What follows belongs to an exercise in optimizing a design on an open flow for small area; a production flow would make more cautious choices. The RTL was checked by simulation tests, not by an equivalence proof against the original design. The flow treats the clock pin as an ideal source, which a real chip does not have. Power is estimated from default activity; no workload was simulated.

v34:
// hexapod
module hexapod(
    input CLK,
    input rst,
    output zu11,
    output zu12,
    output zu13,
    output zu21,
    output zu22,
    output zu23,
    output zu31,
    output zu32,
    output zu33,
    output zu41,
    output zu42,
    output zu43,
    output zu51,
    output zu52,
    output zu53,
    output zu61,
    output zu62,
    output zu63,
    output [2:0] servo_en
    );
For scale: about 150 cells after synthesis, roughly 23 I/O pins.
clock: 20.0 ns
lec_check: 0
cap_margin: 20
core_area: 2 2 60 60
die_area: 0 0 62 62
place_density: 0.85
slew_margin: 20
standard.sh (not shown) runs the stock make flow with config.mk's settings and CLKGATE_MAP_FILE= SYNTH_SCRIPT=/design/flow/synth_recipe.tcl, a recipe that flattens the netlist after the stock synthesis.
==> flow/flow/run.sh <==
#!/bin/bash
# The standard layout (standard.sh, ORFS) with changes aimed at cell
# area:
#  1. after the standard synthesis, its combinational logic is mapped again
#     by ABC with an area script (resyn.tcl, area.abc; four seeds, the
#     smallest kept); flip-flops and tie cells keep their instances, names
#     and types;
#  2. 1x port buffers;
#  3. before CTS, logic cells moved to their smallest drive strength and the
#     clock sinks split over three buffers fed by the clock port (TritonCTS
#     then skips those nets).
# Each tool's output is in flow_synth.log, flow.log, resyn_*.log and
# orfs/logs/.
set -euo pipefail
export BUFFER_PORTS_ARGS="-buffer_cell sky130_fd_sc_hd__buf_1"
export CTS_ARGS="-sink_clustering_enable -dont_use_dummy_load"
export PRE_CTS_TCL=$PWD/flow/pre_cts.tcl
bash standard.sh synth > flow_synth.log 2>&1
R=$PWD/orfs/results/$FLOW_PLATFORM/hexapod/base
P=$FLOW_HOME/platforms/$FLOW_PLATFORM
cp $R/1_2_yosys.v $R/1_2_yosys_standard.v
export RESYN_LIB=$P/lib/sky130_fd_sc_hd__tt_025C_1v80.lib
export RESYN_IN=$R/1_2_yosys_standard.v
export RESYN_KEEP="$(grep -o 'sky130_fd_sc_hd__df[a-z0-9_]*\|sky130_fd_sc_hd__conb_1' $RESYN_IN | sort -u | tr '\n' ' ')"
export RESYN_DONT_USE="$(sed -n '/DONT_USE_CELLS += /,/^$/p' $P/config.mk | grep -o 'sky130_fd_sc_hd__[a-z0-9_]*' | tr '\n' ' ')"
YOSYS=$(dirname $FLOW_HOME)/tools/install/yosys/bin/yosys
# four ABC runs with different seeds; the smallest result is used
for k in 1 2 3 4; do
  sed "s/&deepsyn -T 30/\&deepsyn -T 40 -S $k/" flow/area.abc > area_$k.abc
  RESYN_SCRIPT=$PWD/area_$k.abc RESYN_OUT=$R/1_2_yosys_resyn_$k.v $YOSYS -c flow/resyn.tcl > resyn_$k.log 2>&1 &
done
wait
best=""; barea=""
for k in 1 2 3 4; do
  a=$(grep "Chip area for top module" resyn_$k.log | grep -o "[0-9.]*$" || true)
  echo "resyn $k: $a" >> resyn_pick.log
  [[ -n "$a" ]] || continue
  if [[ -z "$best" ]] || awk -v a="$a" -v b="$barea" 'BEGIN { exit !(a < b) }'; then best=$k; barea=$a; fi
done
echo "picked $best" >> resyn_pick.log
# keep the top module only
awk '/^module hexapod\(/{p=1} p{print} p&&/^endmodule/{p=0}' $R/1_2_yosys_resyn_$best.v > $R/1_2_yosys.v
touch $R/1_2_yosys.v
bash standard.sh finish > flow.log 2>&1
==> flow/flow/resyn.tcl <==
# Re-map the combinational logic of the standard synthesis netlist for
# area. Flip-flops and tie cells keep their instances, names and types.
yosys -import
set lib $::env(RESYN_LIB)
set in $::env(RESYN_IN)
set out $::env(RESYN_OUT)
set script $::env(RESYN_SCRIPT)
read_liberty -ignore_miss_func $lib
read_verilog -defer $in
hierarchy -top hexapod
# cells to keep as they are
foreach m [list {*}[split $::env(RESYN_KEEP) " "]] { setattr -mod -set keep_hierarchy 1 $m }
flatten
# the inlined cells leave wires named cell.pin: give them internal names
yosys rename -hide w:*.*
opt_clean -purge
set dont_use {}
foreach c [split $::env(RESYN_DONT_USE) " "] { if {$c ne ""} { lappend dont_use -dont_use $c } }
abc -liberty $lib {*}$dont_use -script $script
opt_clean -purge
hilomap -singleton -hicell sky130_fd_sc_hd__conb_1 HI -locell sky130_fd_sc_hd__conb_1 LO
insbuf -buf sky130_fd_sc_hd__buf_4 A X
opt_clean -purge
stat -liberty $lib
write_verilog -noattr -noexpr -nohex -nodec -selected $out
Other scripts of this flow, unchanged in this note and not shown: flow/flow/area.abc, flow/flow/clkbuf.tcl, flow/flow/downsize.tcl, flow/flow/pre_cts.tcl, flow/flow/tie.tcl
## Diff of input files: v37 against v34
# v34
export LEC_CHECK = 0
export CAP_MARGIN = 20
export CORE_AREA = 2 2 60 60
export DIE_AREA = 0 0 62 62
export PLACE_DENSITY = 0.85
export SLEW_MARGIN = 20
create_clock -name core_clock -period 20.0 [get_ports {CLK}]
# v37
export LEC_CHECK = 0
export CAP_MARGIN = 20
export CORE_AREA = 2 2 60 60
export DIE_AREA = 0 0 62 62
export SLEW_MARGIN = 20
create_clock -name core_clock -period 20.0 [get_ports {CLK}]
diff --git a/flow/flow/run.sh b/flow/flow/run.sh
--- a/flow/flow/run.sh
+++ b/flow/flow/run.sh
@@ -4,3 +4,3 @@
 #  1. after the standard synthesis, its combinational logic is mapped again
-#     by ABC with an area script (resyn.tcl, area.abc; four seeds, the
+#     by ABC with an area script (resyn.tcl, area.abc; three seeds, the
 #     smallest kept); flip-flops and tie cells keep their instances, names
@@ -26,4 +26,4 @@
 YOSYS=$(dirname $FLOW_HOME)/tools/install/yosys/bin/yosys
-# four ABC runs with different seeds; the smallest result is used
-for k in 1 2 3 4; do
+# three ABC runs with different seeds; the smallest result is used
+for k in 1 2 3; do
   sed "s/&deepsyn -T 30/\&deepsyn -T 40 -S $k/" flow/area.abc > area_$k.abc
@@ -33,3 +33,3 @@
 best=""; barea=""
-for k in 1 2 3 4; do
+for k in 1 2 3; do
   a=$(grep "Chip area for top module" resyn_$k.log | grep -o "[0-9.]*$" || true)
Notes after the runs:
- Compared with v34, in v37 overall power of the completed layout went down 0.00055 mW, full die area neither gained nor lost much, routed wire length rose 3.1%.
- Comparing v37 against v34, there is no change at all in vertical extent of the die.
- v34 leaves more setup margin than v37.
- NOTE: global-route usage in v37 exceeds that of v34
- Cell count: v37 vs v34, no meaningful difference
The following lists how v19 was set up differently from v37:
==> flow/flow/run.sh <==
#!/bin/bash
# The standard layout (standard.sh, ORFS) with changes aimed at cell
# area:
#  1. after the standard synthesis, its combinational logic is mapped again
#     by ABC with an area script (resyn.tcl, area.abc); flip-flops and tie
#     cells keep their instances, names and types;
#  2. 1x port buffers;
#  3. before CTS, logic cells moved to their smallest drive strength and the
#     clock sinks split over three buffers fed by the clock port (TritonCTS
#     then skips those nets).
# Each tool's output is in flow.log, resyn.log and orfs/logs/.
set -euo pipefail
export BUFFER_PORTS_ARGS="-buffer_cell sky130_fd_sc_hd__buf_1"
export CTS_ARGS="-sink_clustering_enable -dont_use_dummy_load"
export PRE_CTS_TCL=$PWD/flow/pre_cts.tcl
bash standard.sh synth > flow_synth.log 2>&1
R=$PWD/orfs/results/$FLOW_PLATFORM/hexapod/base
P=$FLOW_HOME/platforms/$FLOW_PLATFORM
cp $R/1_2_yosys.v $R/1_2_yosys_standard.v
export RESYN_LIB=$P/lib/sky130_fd_sc_hd__tt_025C_1v80.lib
export RESYN_IN=$R/1_2_yosys_standard.v
export RESYN_OUT=$R/1_2_yosys_resyn.v
export RESYN_SCRIPT=$PWD/flow/area.abc
export RESYN_KEEP="$(grep -o 'sky130_fd_sc_hd__df[a-z0-9_]*\|sky130_fd_sc_hd__conb_1' $RESYN_IN | sort -u | tr '\n' ' ')"
export RESYN_DONT_USE="$(sed -n '/DONT_USE_CELLS += /,/^$/p' $P/config.mk | grep -o 'sky130_fd_sc_hd__[a-z0-9_]*' | tr '\n' ' ')"
YOSYS=$(dirname $FLOW_HOME)/tools/install/yosys/bin/yosys
$YOSYS -c flow/resyn.tcl > resyn.log 2>&1
# keep the top module only
awk '/^module hexapod\(/{p=1} p{print} p&&/^endmodule/{p=0}' $RESYN_OUT > $R/1_2_yosys.v
touch $R/1_2_yosys.v
bash standard.sh finish > flow.log 2>&1
Findings:
The final reports for v19 and v37 show final worst slack higher in the former. Between v19 and v37, the antenna violation net count after detailed routing figures differ only marginally. Taking v37 as the reference, in v19 utilization after layout went up; overall power of the completed layout closely matched the old numbers.
Relative to v19, the following input files were edited for v10:
diff --git a/flow/flow/run.sh b/flow/flow/run.sh
--- a/flow/flow/run.sh
+++ b/flow/flow/run.sh
@@ -4,4 +4,5 @@
 #  1. after the standard synthesis, its combinational logic is mapped again
-#     by ABC with an area script (resyn.tcl, area.abc); flip-flops and tie
-#     cells keep their instances, names and types;
+#     by ABC with an area script (resyn.tcl, area.abc; four seeds, the
+#     smallest kept); flip-flops and tie cells keep their instances, names
+#     and types;
 #  2. 1x port buffers;
@@ -10,3 +11,4 @@
 #     then skips those nets).
-# Each tool's output is in flow.log, resyn.log and orfs/logs/.
+# Each tool's output is in flow_synth.log, flow.log, resyn_*.log and
+# orfs/logs/.
 set -euo pipefail
@@ -21,4 +23,2 @@
 export RESYN_IN=$R/1_2_yosys_standard.v
-export RESYN_OUT=$R/1_2_yosys_resyn.v
-export RESYN_SCRIPT=$PWD/flow/area.abc
 export RESYN_KEEP="$(grep -o 'sky130_fd_sc_hd__df[a-z0-9_]*\|sky130_fd_sc_hd__conb_1' $RESYN_IN | sort -u | tr '\n' ' ')"
@@ -26,5 +26,18 @@
 YOSYS=$(dirname $FLOW_HOME)/tools/install/yosys/bin/yosys
-$YOSYS -c flow/resyn.tcl > resyn.log 2>&1
+# four ABC runs with different seeds; the smallest result is used
+for k in 1 2 3 4; do
+  sed "s/&deepsyn -T 30/\&deepsyn -T 40 -S $k/" flow/area.abc > area_$k.abc
+  RESYN_SCRIPT=$PWD/area_$k.abc RESYN_OUT=$R/1_2_yosys_resyn_$k.v $YOSYS -c flow/resyn.tcl > resyn_$k.log 2>&1 &
+done
+wait
+best=""; barea=""
+for k in 1 2 3 4; do
+  a=$(grep "Chip area for top module" resyn_$k.log | grep -o "[0-9.]*$" || true)
+  echo "resyn $k: $a" >> resyn_pick.log
+  [[ -n "$a" ]] || continue
+  if [[ -z "$best" ]] || awk -v a="$a" -v b="$barea" 'BEGIN { exit !(a < b) }'; then best=$k; barea=$a; fi
+done
+echo "picked $best" >> resyn_pick.log
 # keep the top module only
-awk '/^module hexapod\(/{p=1} p{print} p&&/^endmodule/{p=0}' $RESYN_OUT > $R/1_2_yosys.v
+awk '/^module hexapod\(/{p=1} p{print} p&&/^endmodule/{p=0}' $R/1_2_yosys_resyn_$best.v > $R/1_2_yosys.v
 touch $R/1_2_yosys.v
Findings:
- Global-route usage over all layers (v10 over v19): increase, 0.38 points
- v10 vs v19, fraction of the cycle the final worst path needs went up by 0.28 points.
- STATUS final hold slack: v10 wins against v19
- Compared with v19, v10 instantiates a larger number of cells.
- Worst setup margin deteriorates in v10 relative to v19.
- On number of design-rule violations left by the first detailed-router iteration: between v10 and v19, it ends up higher for v10.
- v10 completed every stage of the flow, and the final layout passed the timing, DRC and antenna checks.
- v19 reached the final stage; the timing, DRC and antenna checks on its layout passed.

[port drivers added, routing unchanged]
In the flow no input, the clock included, has a driving cell. The finished layouts below were timed again as built, in two steps.
Step 1 sets driving cells, clkbuf_16 on the clock port and buf_2 on the other inputs (assumed; they add their load-dependent delay and slew).
Step 2 also shifts input and output timing later by t, the mid clock arrival at the registers, as if the neighbouring blocks saw the same clock.
Three values: ideal ports, drivers, drivers and shift; two values: the first two.
run | t, ns | slack for setup (ns) | worst slew at a driven data input, ns
v34 | 0.165 | 13.822 / 13.784 / 13.949 | 0.03
v37 | 0.161 | 13.756 / 13.721 / 13.882 | 0.03
v19 | 0.160 | 13.811 / 13.778 / 13.938 | 0.03
v10 | 0.161 | 13.756 / 13.721 / 13.882 | 0.03
After both steps every run listed still meets setup and hold.
